Context: an optimization exercise on an open-source flow, tuned for small area, a short achievable clock period and few clock cycles. The choices shown serve that exercise and are no tape-out recipe. Function was not checked in any run shown here: the RTL went through the layout flow alone.

`design/flow/config.mk`:
```
export PLATFORM = sky130hd
export DESIGN_NAME = huffman
export DESIGN_NICKNAME = huffman
export VERILOG_FILES = /design/flow/design.v
export SDC_FILE = /design/flow/constraint.sdc
export NUM_CORES = 4
export LEC_CHECK = 0
export ABC_CLOCK_PERIOD_IN_PS = 2000
export CAP_MARGIN = 20
export CORE_MARGIN = 2
export CORE_UTILIZATION = 40
export SETUP_SLACK_MARGIN = 2.8
export SLEW_MARGIN = 20
```
`design/flow/constraint.sdc`:
```
create_clock -name core_clock -period 5.0 [get_ports {clk}]
set_input_delay 1.0000 -clock core_clock [delete_from_list [all_inputs] [get_ports {clk}]]
set_output_delay 1.0000 -clock core_clock [all_outputs]
set_load 0.01 [all_outputs]
```
`design/flow/design.v`:
```
module huffman(clk, reset, gray_valid, gray_data, CNT_valid, CNT1, CNT2, CNT3, CNT4, CNT5, CNT6,code_valid, HC1, HC2, HC3, HC4, HC5, HC6, M1, M2, M3, M4, M5, M6);
input clk;
input reset;
input gray_valid;
input [7:0] gray_data;
output reg CNT_valid;
output [7:0] CNT1, CNT2, CNT3, CNT4, CNT5, CNT6;
output reg code_valid;
output [7:0] HC1, HC2, HC3, HC4, HC5, HC6;
output [7:0] M1, M2, M3, M4, M5, M6;
integer i;
reg [3:0] st;
wire sort_ev = (st == 4'd2) | (st == 4'd4) | (st == 4'd6);
wire sort_od = (st == 4'd3) | (st == 4'd5) | (st == 4'd7);
wire sort_last = (st == 4'd7);
wire merging = (st >= 4'd8) & (st <= 4'd12);
always @(posedge clk or posedge reset)
	if (reset) begin
		st <= 4'd0;
		CNT_valid <= 1'b0;
		code_valid <= 1'b0;
	end else begin
		CNT_valid <= (st == 4'd1) & ~gray_valid;
		code_valid <= (st == 4'd12);
		case (st)
			4'd0:	st <= gray_valid ? 4'd1 : 4'd0;
			4'd1:	st <= gray_valid ? 4'd1 : 4'd2;
			4'd13:	st <= 4'd13;
			default: st <= st + 4'd1;
		endcase
	end
reg [6:0] Q [0:5];
assign CNT6 = {1'b0, Q[0]};
assign CNT5 = {1'b0, Q[1]};
assign CNT4 = {1'b0, Q[2]};
assign CNT3 = {1'b0, Q[3]};
assign CNT2 = {1'b0, Q[4]};
assign CNT1 = {1'b0, Q[5]};
wire [2:0] ef = {Q[4] > Q[5], Q[2] > Q[3], Q[0] > Q[1]};
wire [1:0] of = {Q[3] > Q[4], Q[1] > Q[2]};
wire [6:0] S = Q[0];
wire [5:2] lt = {Q[5] < S, Q[4] < S, Q[3] < S, Q[2] < S};
wire [2:0] ins = {2'b00, lt[2]} + {2'b00, lt[3]} + {2'b00, lt[4]} + {2'b00, lt[5]};
wire [6:0] addA = Q[0] + Q[2];
wire [6:0] addB = sort_last ? (Q[0] + Q[1]) : (Q[2] + Q[3]);
always @(posedge clk or posedge reset)
	if (reset) begin
		for (i = 0; i < 6; i = i + 1)
			Q[i] <= 7'd0;
	end else if (sort_ev) begin
		for (i = 0; i < 6; i = i + 2)
			if (ef[i/2]) begin
				Q[i] <= Q[i+1];
				Q[i+1] <= Q[i];
			end
	end else if (sort_od) begin
		for (i = 1; i < 5; i = i + 2)
			if (of[i/2]) begin
				Q[i] <= Q[i+1];
				Q[i+1] <= Q[i];
			end
		if (sort_last)
			Q[0] <= of[0] ? addA : addB;
	end else if (merging) begin
		Q[0] <= lt[3] ? addB : addA;
		Q[2] <= lt[4] ? Q[4] : (lt[3] ? S : Q[3]);
		Q[3] <= lt[5] ? Q[5] : (lt[4] ? S : Q[4]);
		Q[4] <= lt[5] ? S : Q[5];
		Q[5] <= 7'h7f;
	end else if (gray_valid) begin
		for (i = 0; i < 6; i = i + 1)
			if (gray_data[2:0] == 3'd6 - i)
				Q[i] <= Q[i] + 7'd1;
	end
reg [2:0] P [0:5];
reg [4:0] T [0:5];
reg [4:0] H [0:5];
reg [2:0] np;
always @(posedge clk or posedge reset)
	if (reset) begin
		for (i = 0; i < 6; i = i + 1) begin
			P[i] <= 3'd5 - i;
			T[i] <= 5'd0;
			H[i] <= 5'd0;
		end
	end else begin
		for (i = 0; i < 6; i = i + 1) begin
			np = P[i];
			if (sort_ev) begin
				np[0] = P[i][0] ^ ef[P[i][2:1]];
			end else if (sort_od) begin
				case (P[i])
					3'd1: if (of[0]) np = 3'd2;
					3'd2: if (of[0]) np = 3'd1;
					3'd3: if (of[1]) np = 3'd4;
					3'd4: if (of[1]) np = 3'd3;
					default: ;
				endcase
			end else if (merging) begin
				if (P[i] <= 3'd1) begin
					np = ins;
					T[i] <= {T[i][3:0], 1'b1};
					if (P[i] == 3'd0)
						H[i] <= H[i] | (T[i] ^ {T[i][3:0], 1'b1});
				end else if (lt[P[i]])
					np = P[i] - 3'd2;
				else
					np = P[i] - 3'd1;
			end
			P[i] <= np;
		end
	end
assign HC1 = {3'b0, H[0]};	assign M1 = {3'b0, T[0]};
assign HC2 = {3'b0, H[1]};	assign M2 = {3'b0, T[1]};
assign HC3 = {3'b0, H[2]};	assign M3 = {3'b0, T[2]};
assign HC4 = {3'b0, H[3]};	assign M4 = {3'b0, T[3]};
assign HC5 = {3'b0, H[4]};	assign M5 = {3'b0, T[4]};
assign HC6 = {3'b0, H[5]};	assign M6 = {3'b0, T[5]};
endmodule
```
`design/flow/run.sh`:
```
#!/bin/bash
# synth_recipe.tcl (not shown) runs the flow's synth.tcl, then flattens the netlist and writes it again
# the make line also repeats each setting of config.mk as NAME=value (left out here)
make -C /OpenROAD-flow-scripts/flow DESIGN_CONFIG=/design/flow/config.mk WORK_HOME=/design/flow/orfs CLKGATE_MAP_FILE= SYNTH_SCRIPT=/design/flow/synth_recipe.tcl finish
```
==> metrics.yaml, run 1 <==
status:
  outcome: "no timing/DRC/antenna violations"
critical_path:
  worstPathArrival_ps: 3530
  crit_top_cell: "inv_2"
  r2r_cells: 13
  rr_endpoint: "P[1][0]"
  rr_startpoint: "Q[0][4]"
  worst-r2r-setup-slack_ps: 1790
  cp_data_required_time_ps: 5320
  critPathKind: "reg2reg"
  cp-start-kind: "flip-flop"
  slowest_delay_ps: 570
  critPathCaptureType: "flip-flop"
  cp_slowest_cell: "fa_1"
  crit_fanout: 5
  cp_cell_sequence: "clkinv_4 > buf_4 > ha_1 > and4_1 > a21oi_2 > inv_2 > fa_1 > inv_2 > ha_4 > a32oi_2 > o21ai_1 > o41a_1 > a31o_1"
logic_synthesis:
  syn_avg_cell_area_um2: 8.59
  synth_cell_types: 92
  syn_area_mm2: 0.0120
  synthFlopType: "dfrtp_1"
  synth_edf_count: 0
  yosysSeqAreaShare_pct: 26.3
  async_flop_share_pct: 100
  ys_ff_latch: 126
  yosysWarnings: 5
  syn_inst: 1401
routing:
  ant_nets: 0
  via_count: 12742
  avgViaCountPerCell: 6.02
  drc: 0
  routedWlPerCell_um: 21.6
  wirelength_um: 45700
  drt_iter0_markers: 1358
  drt_pass1_iterations: 7
finish:
  final_cell_mix: "buf_4, ha_1, nand2_1"
  fill_cells: 2579
  area_growth_pct: 44.4
  layout-drive-gt1-share_pct: 35.8
  final_core_util_pct: 58.6
  multi_input_area_mm2: 0.00928
  final-instance-count-excl-fill: 2116
  final_common_cell: "buf_4"
  final-seq-area_mm2: 0.00323
  final_cell_area_mm2: 0.0174
  nets: 1864
grt:
  grtUsageMet2_pct: 44.2
  grt_util_all_layers_pct: 28.1
  grtUsageMet3_pct: 6.36
  grt_pass1_vias: 12244
  grtUsageMet1_pct: 37.1
  grt_max_degree: 59
  antenna_found_initial: 0
  top_usage_layer: "met2"
  grt_pass1_wl_um: 68800
  grt_overflow: 0
place:
  dpl.hpwl_um: 27200
  io_buffers: 109
  dp_cells: 1850
  placed_area_mm2: 0.0135
  globalplace.congestion: 0.908
timing:
  setup_tns_ps: 0
  fmax_ghz: 0.311
  slew-limit-headroom_pct: 40.6
  maxSlewViolCount: 0
  worstMarginPinSlew_ps: 887
  grt_setup_unrepaired: "yes"
  period_share_pct: 64.3
  hold_viol: 0
  period_needed_ps: 3210
  finalSetupViolCount: 0
  holdWs_ps: 466
  clock_skew_ps: 17.0
floorplanning:
  rows: 63
  fp.dieW_um: 177
  die_y_um: 177
  ios: 157
  design.die.area_mm2: 0.0315
  core-area_mm2: 0.0296
  initial_core_util_pct: 40.6
worst_hold_path:
  hold_start: "H[4][2]"
  min_to: "H[4][2]"
  hold_depth: 1
  hold_path.class: "reg2reg"
clock_network:
  cts_htree_levels: 4
  clk-insertion-delay-late_ps: 440
  cts_buffers: 17
  cts.path.max_buffers: 2
  cts_tree: "done"
  cts_hold_buf: 0
  numClockSinks: 126
  root_buffer: "clkbuf_16"
  clkSlewWorstSetupHoldPaths_ps: 70
run:
  maxCapViolCount: 0
## Yosys cell counts, types with 10 or more instances
| cell type | count | area, um2 |
|---|---|---|
| a211oi_1 | 13 | 97.6 |
| a21oi_1 | 77 | 385 |
| a221oi_1 | 11 | 96.3 |
| a222oi_1 | 11 | 110 |
| a31oi_1 | 16 | 100 |
| and3_1 | 13 | 81.3 |
| buf_2 | 19 | 95.1 |
| buf_4 | 47 | 353 |
| clkbuf_1 | 41 | 154 |
| dfrtp_1 | 119 | 2980 |
| ha_1 | 138 | 1730 |
| inv_1 | 91 | 342 |
| mux2_2 | 31 | 349 |
| mux2i_1 | 51 | 510 |
| nand2_1 | 104 | 390 |
| nand2b_1 | 18 | 113 |
| nand3_1 | 47 | 235 |
| nand3b_1 | 11 | 82.6 |
| nand4_1 | 15 | 93.8 |
| nor2_1 | 70 | 263 |
| nor3_1 | 32 | 160 |
| o211ai_1 | 14 | 105 |
| o21ai_0 | 90 | 450 |
| o21ai_1 | 15 | 75.1 |
| o21bai_1 | 39 | 293 |
| o221ai_1 | 10 | 87.6 |
| o22ai_1 | 13 | 81.3 |
| xnor2_1 | 41 | 359 |
## registers in the layout, summed over array words and instances, names as in the netlist
signal and flops:
H 30, CNT_valid 1, P 18, st 4
code_valid 1, T 30, Q 42
## timing repair
item                       CTS  global route
cloned                       5             2
resized for setup          484           173
setup buffers              178            47
setup endpoints to repair  175           146
pin swaps                   43            77
## worst max-delay path: cells and delay by family (launching register included)
| family | cells | cell delay, ps |
|---|---|---|
| adders and majority gates | 3 | 1100 |
| buffers and inverters | 4 | 390 |
| DFF | 1 | 390 |
| AOI/OAI and AO/OA | 5 | 1000 |
| and+or+nand+nor | 1 | 190 |
## layer usage
layer	vias to the layer above	wire [um]
met3	123	4050
li1	5745	-
met2	680	20900
met5	-	0
met1	6194	19200
met4	0	1610
## stage by stage
stage / setup WS [ps]
3_5_place_dp: 1190
2_1_floorplan: 1610
3_3_place_gp: 1240
5_1_grt: 1750
6_report: 1790
4_1_cts: 1890
## worst max path at each step
stage | from | endpoint | slack [ps] | cells after the start
3_3_place_gp | Q[0][2] | P[1][0] | 1240 | 13
4_1_cts | Q[0][2] | P[1][0] | 1890 | 13
5_1_grt | Q[0][4] | P[1][0] | 1750 | 13
3_5_place_dp | Q[0][2] | P[1][0] | 1190 | 13
6_report | Q[0][4] | P[1][0] | 1790 | 13
2_1_floorplan | Q[0][2] | P[1][0] | 1610 | 15
## final cells by class
cell class	count	share of cell area [%]
inverters	92	2.27
flip-flops and latches	126	18.6
multi-input cells	1110	53.4
repair buffers	363	19.8
repair inverters	1	0.0288
well taps	390	2.81
diodes	2	0.0288
clock buffers	20	2.57
clock inverters	12	0.511
## logic make-up (layout without fill, tap and decap cells)
logic type	Yosys count	in the layout	share of synthesized area, %
adders and majority gates	142	142	15.0
xor gates and xnor gates	45	45	3.27
and+or+nand+nor	370	371	15.5
DFF	126	126	26.3
buffers and inverters	207	488	8.19
other	1	44	0.0312
AOI/OAI and AO/OA	428	428	24.6
muxes	82	82	7.14
==> run 2, diff against run 1 <==
==> design/flow/config.mk (replaced) <==
export PLATFORM = sky130hd
export DESIGN_NAME = huffman
export DESIGN_NICKNAME = huffman
export VERILOG_FILES = /design/flow/design.v
export SDC_FILE = /design/flow/constraint.sdc
export NUM_CORES = 4
export LEC_CHECK = 0
export CAP_MARGIN = 20
export CORE_MARGIN = 2
export CORE_UTILIZATION = 40
export SLEW_MARGIN = 20
==> metrics.yaml, run 2 <==
routing:
  drc: 0
  avgViaCountPerCell: 5.95
  wirelength_um: 38400
  drt_pass1_iterations: 6
  via_count: 11243
  drt_iter0_markers: 1035
  routedWlPerCell_um: 20.3
  ant_nets: 0
floorplanning:
  rows: 63
  design.die.area_mm2: 0.0315
  core-area_mm2: 0.0296
  die_y_um: 177
  initial_core_util_pct: 40.6
  fp.dieW_um: 177
  ios: 157
critical_path:
  crit_family: "adder cells"
  rr_startpoint: "Q[0][2]"
  rr_endpoint: "P[1][0]"
  critPathCaptureType: "flip-flop"
  crit_top_cell: "inv_1"
  crit_fanout: 9
  r2r_cells: 13
  cp_cell_sequence: "inv_1 > ha_1 > a21oi_1 > a21oi_1 > nor3_4 > inv_1 > fa_1 > inv_1 > ha_1 > a32oi_1 > o21ai_0 > o41a_1 > a31o_1"
  worstPathArrival_ps: 4350
  worst-r2r-setup-slack_ps: 990
  critPathKind: "reg2reg"
  slowest_delay_ps: 560
  cp_slowest_cell: "fa_1"
  cp-start-kind: "flip-flop"
  path_buf_inv: 3
  cp_data_required_time_ps: 5330
clock_network:
  numClockSinks: 126
  cts.repair.resized: 0
  cts_setup_buffers: 0
  clk-insertion-delay-late_ps: 440
  cts_buffers: 17
  clkSlewWorstSetupHoldPaths_ps: 70
  cts_htree_levels: 4
  cts_hold_buf: 0
  root_buffer: "clkbuf_16"
  cts_tree: "done"
  cts.path.max_buffers: 2
finish:
  antenna_cells: 0
  final_common_cell: "ha_1"
  nets: 1639
  final-instance-count-excl-fill: 1889
  area_growth_pct: 16.5
  largest_registers: "Q: 42 flops, H: 30 flops, T: 30 flops"
  top_register: "Q"
  layout-drive-gt1-share_pct: 9.21
  final_cell_mix: "ha_1, dfrtp_1, clkdlybuf4s50_1"
  largest_reg_flops: 42
grt:
  antenna_found_initial: 0
  grt_overflow: 0
  grt_pass1_vias: 10646
  grt_util_all_layers_pct: 24.5
  grt_max_degree: 70
  grt_pass1_wl_um: 60000
logic_synthesis:
  syn_avg_cell_area_um2: 8.59
  yosysSeqAreaShare_pct: 26.3
  synth_cell_types: 92
  syn_area_mm2: 0.0120
  synth_top_area_share_pct: 24.7
  ys_ff_latch: 126
  yosysWarnings: 5
  post-synth-top-count-cell: "ha_1"
  synthFlopType: "dfrtp_1"
  syn_inst: 1401
  synthTopCellsByArea: "dfrtp_1, ha_1, mux2i_1, o21ai_0, nand2_1"
  synth_area_leader_cell: "dfrtp_1"
  async_flop_share_pct: 100
  synth_top_cells_by_count: "ha_1, dfrtp_1, nand2_1, inv_1, o21ai_0"
  synth_edf_count: 0
run:
  maxCapViolCount: 0
timing:
  clock_skew_ps: 14.1
  period_needed_ps: 4010
  fmax_ghz: 0.249
  fin_ws_ps: 988
  worstMarginPinSlew_ps: 1050
  slew-limit-headroom_pct: 29.9
  period_share_pct: 80.2
  finalSetupViolCount: 0
  grt_setup_unrepaired: "no"
  hold_viol: 0
  maxSlewViolCount: 0
  setup_tns_ps: 0
place:
  globalplace.congestion: 0.894
  pre_cts_ws_ps: 1050
  io_buffers: 109
  dpl.hpwl_um: 27100
  dp_cells: 1857
worst_hold_path:
  hold_start: "H[2][2]"
  hold_depth: 1
  hold_path.class: "reg2reg"
  min_to: "H[2][2]"
status:
  outcome: "no timing/DRC/antenna violations"
## run 2: cell count changes in the layout (fill, tap and decap cells not counted), sizes merged, moves of 3 or more
| cell | before | now |
|---|---|---|
| clkdlybuf4s50 | 5 | 109 |
| clkinv | 8 | 1 |
| buf | 289 | 31 |
| inv | 87 | 98 |
| bufinv | 0 | 3 |
| clkinvlp | 10 | 3 |
| dlygate4sd2 | 64 | 0 |
## run 2: cell families after synthesis
logic type,count (synthesis),share of synthesized area (%)
other cells,1,0.0312
mux,82,7.14
compound gates,428,24.6
xor+xnor,45,3.27
flops,126,26.3
buf+inv,207,8.19
fa+ha+maj,142,15.0
simple gates,370,15.5
## run 2: layout make-up
class                      instances  area [um2]
fill                            2914       15600
multi-input combinational       1109        8070
sequential                       126        3160
timing repair buffer             140        1320
tap                              390         488
clock buffer                      19         453
inverter                          92         350
clock inverter                    13         174
## run 2: worst max-delay path by stage
stage	cells after the start	start	slack, ps	end
floorplan	1	reset	660	CNT_valid
global placement	13	Q[0][2]	1140	P[1][0]
detailed placement	13	Q[0][2]	1050	P[1][0]
CTS	13	Q[0][2]	1060	P[1][0]
global route	13	Q[0][2]	770	P[1][0]
finish	13	Q[0][2]	990	P[1][0]
## run 2: worst reg2reg max path, delay by kind of cell (launching register included)
family          cells  cell delay [ps]
fa+ha+maj           3             1330
simple gates        1              480
buf+inv             3              490
compound gates      6             1230
flops               1              380
## run 2: stage by stage
| stage | utilization [%] | hold WS, ps | area, um2 |
|---|---|---|---|
| after global routing | 47.3 | 492 | 14000 |
| after floorplan | - | 513 | 12200 |
| final | 47.3 | 472 | 14000 |
| after global placement | 45.2 | 459 | 13400 |
| after CTS | 47.3 | 479 | 14000 |
| after detailed placement | 45.2 | 461 | 13400 |
## run 2: per-layer routing
layer	GRT usage (%)	vias to the layer above	share of wire (%)
met5	0	-	0
met1	34.1	5417	44
met3	3.88	80	8.0
met4	9.97	0	3.2
met2	38.0	485	45
li1	-	5261	-

[static timing again, ports no longer ideal]
In the flow no input, the clock included, has a driving cell. The finished layouts below were timed again as built, in two steps. Step 1, drivers: a clkbuf_16 drives clk and a buf_2 each remaining input, both assumed. Step 2 times the ports against the registers' clock, not the clock port: input delays grow and output delays shrink by t, the midpoint of the rising clock arrivals with the driver on. a / b / c = no drivers / after step 1 / after step 2; a / b = the first two.
| run | t, ns | setup slack, ns | worst setup path at the end | latest minus earliest clock arrival (ns) | worst slew at a driven data input, ns |
|---|---|---|---|---|---|
| run 1 | 0.484 | 1.787 / 1.787 / 1.787 | register to register | 0.018 / 0.018 | 0.03 |
| run 2 | 0.480 | 0.988 / 0.988 / 0.988 | register to register | 0.014 / 0.014 | 0.03 |
After both steps setup and hold are still met in every run listed.
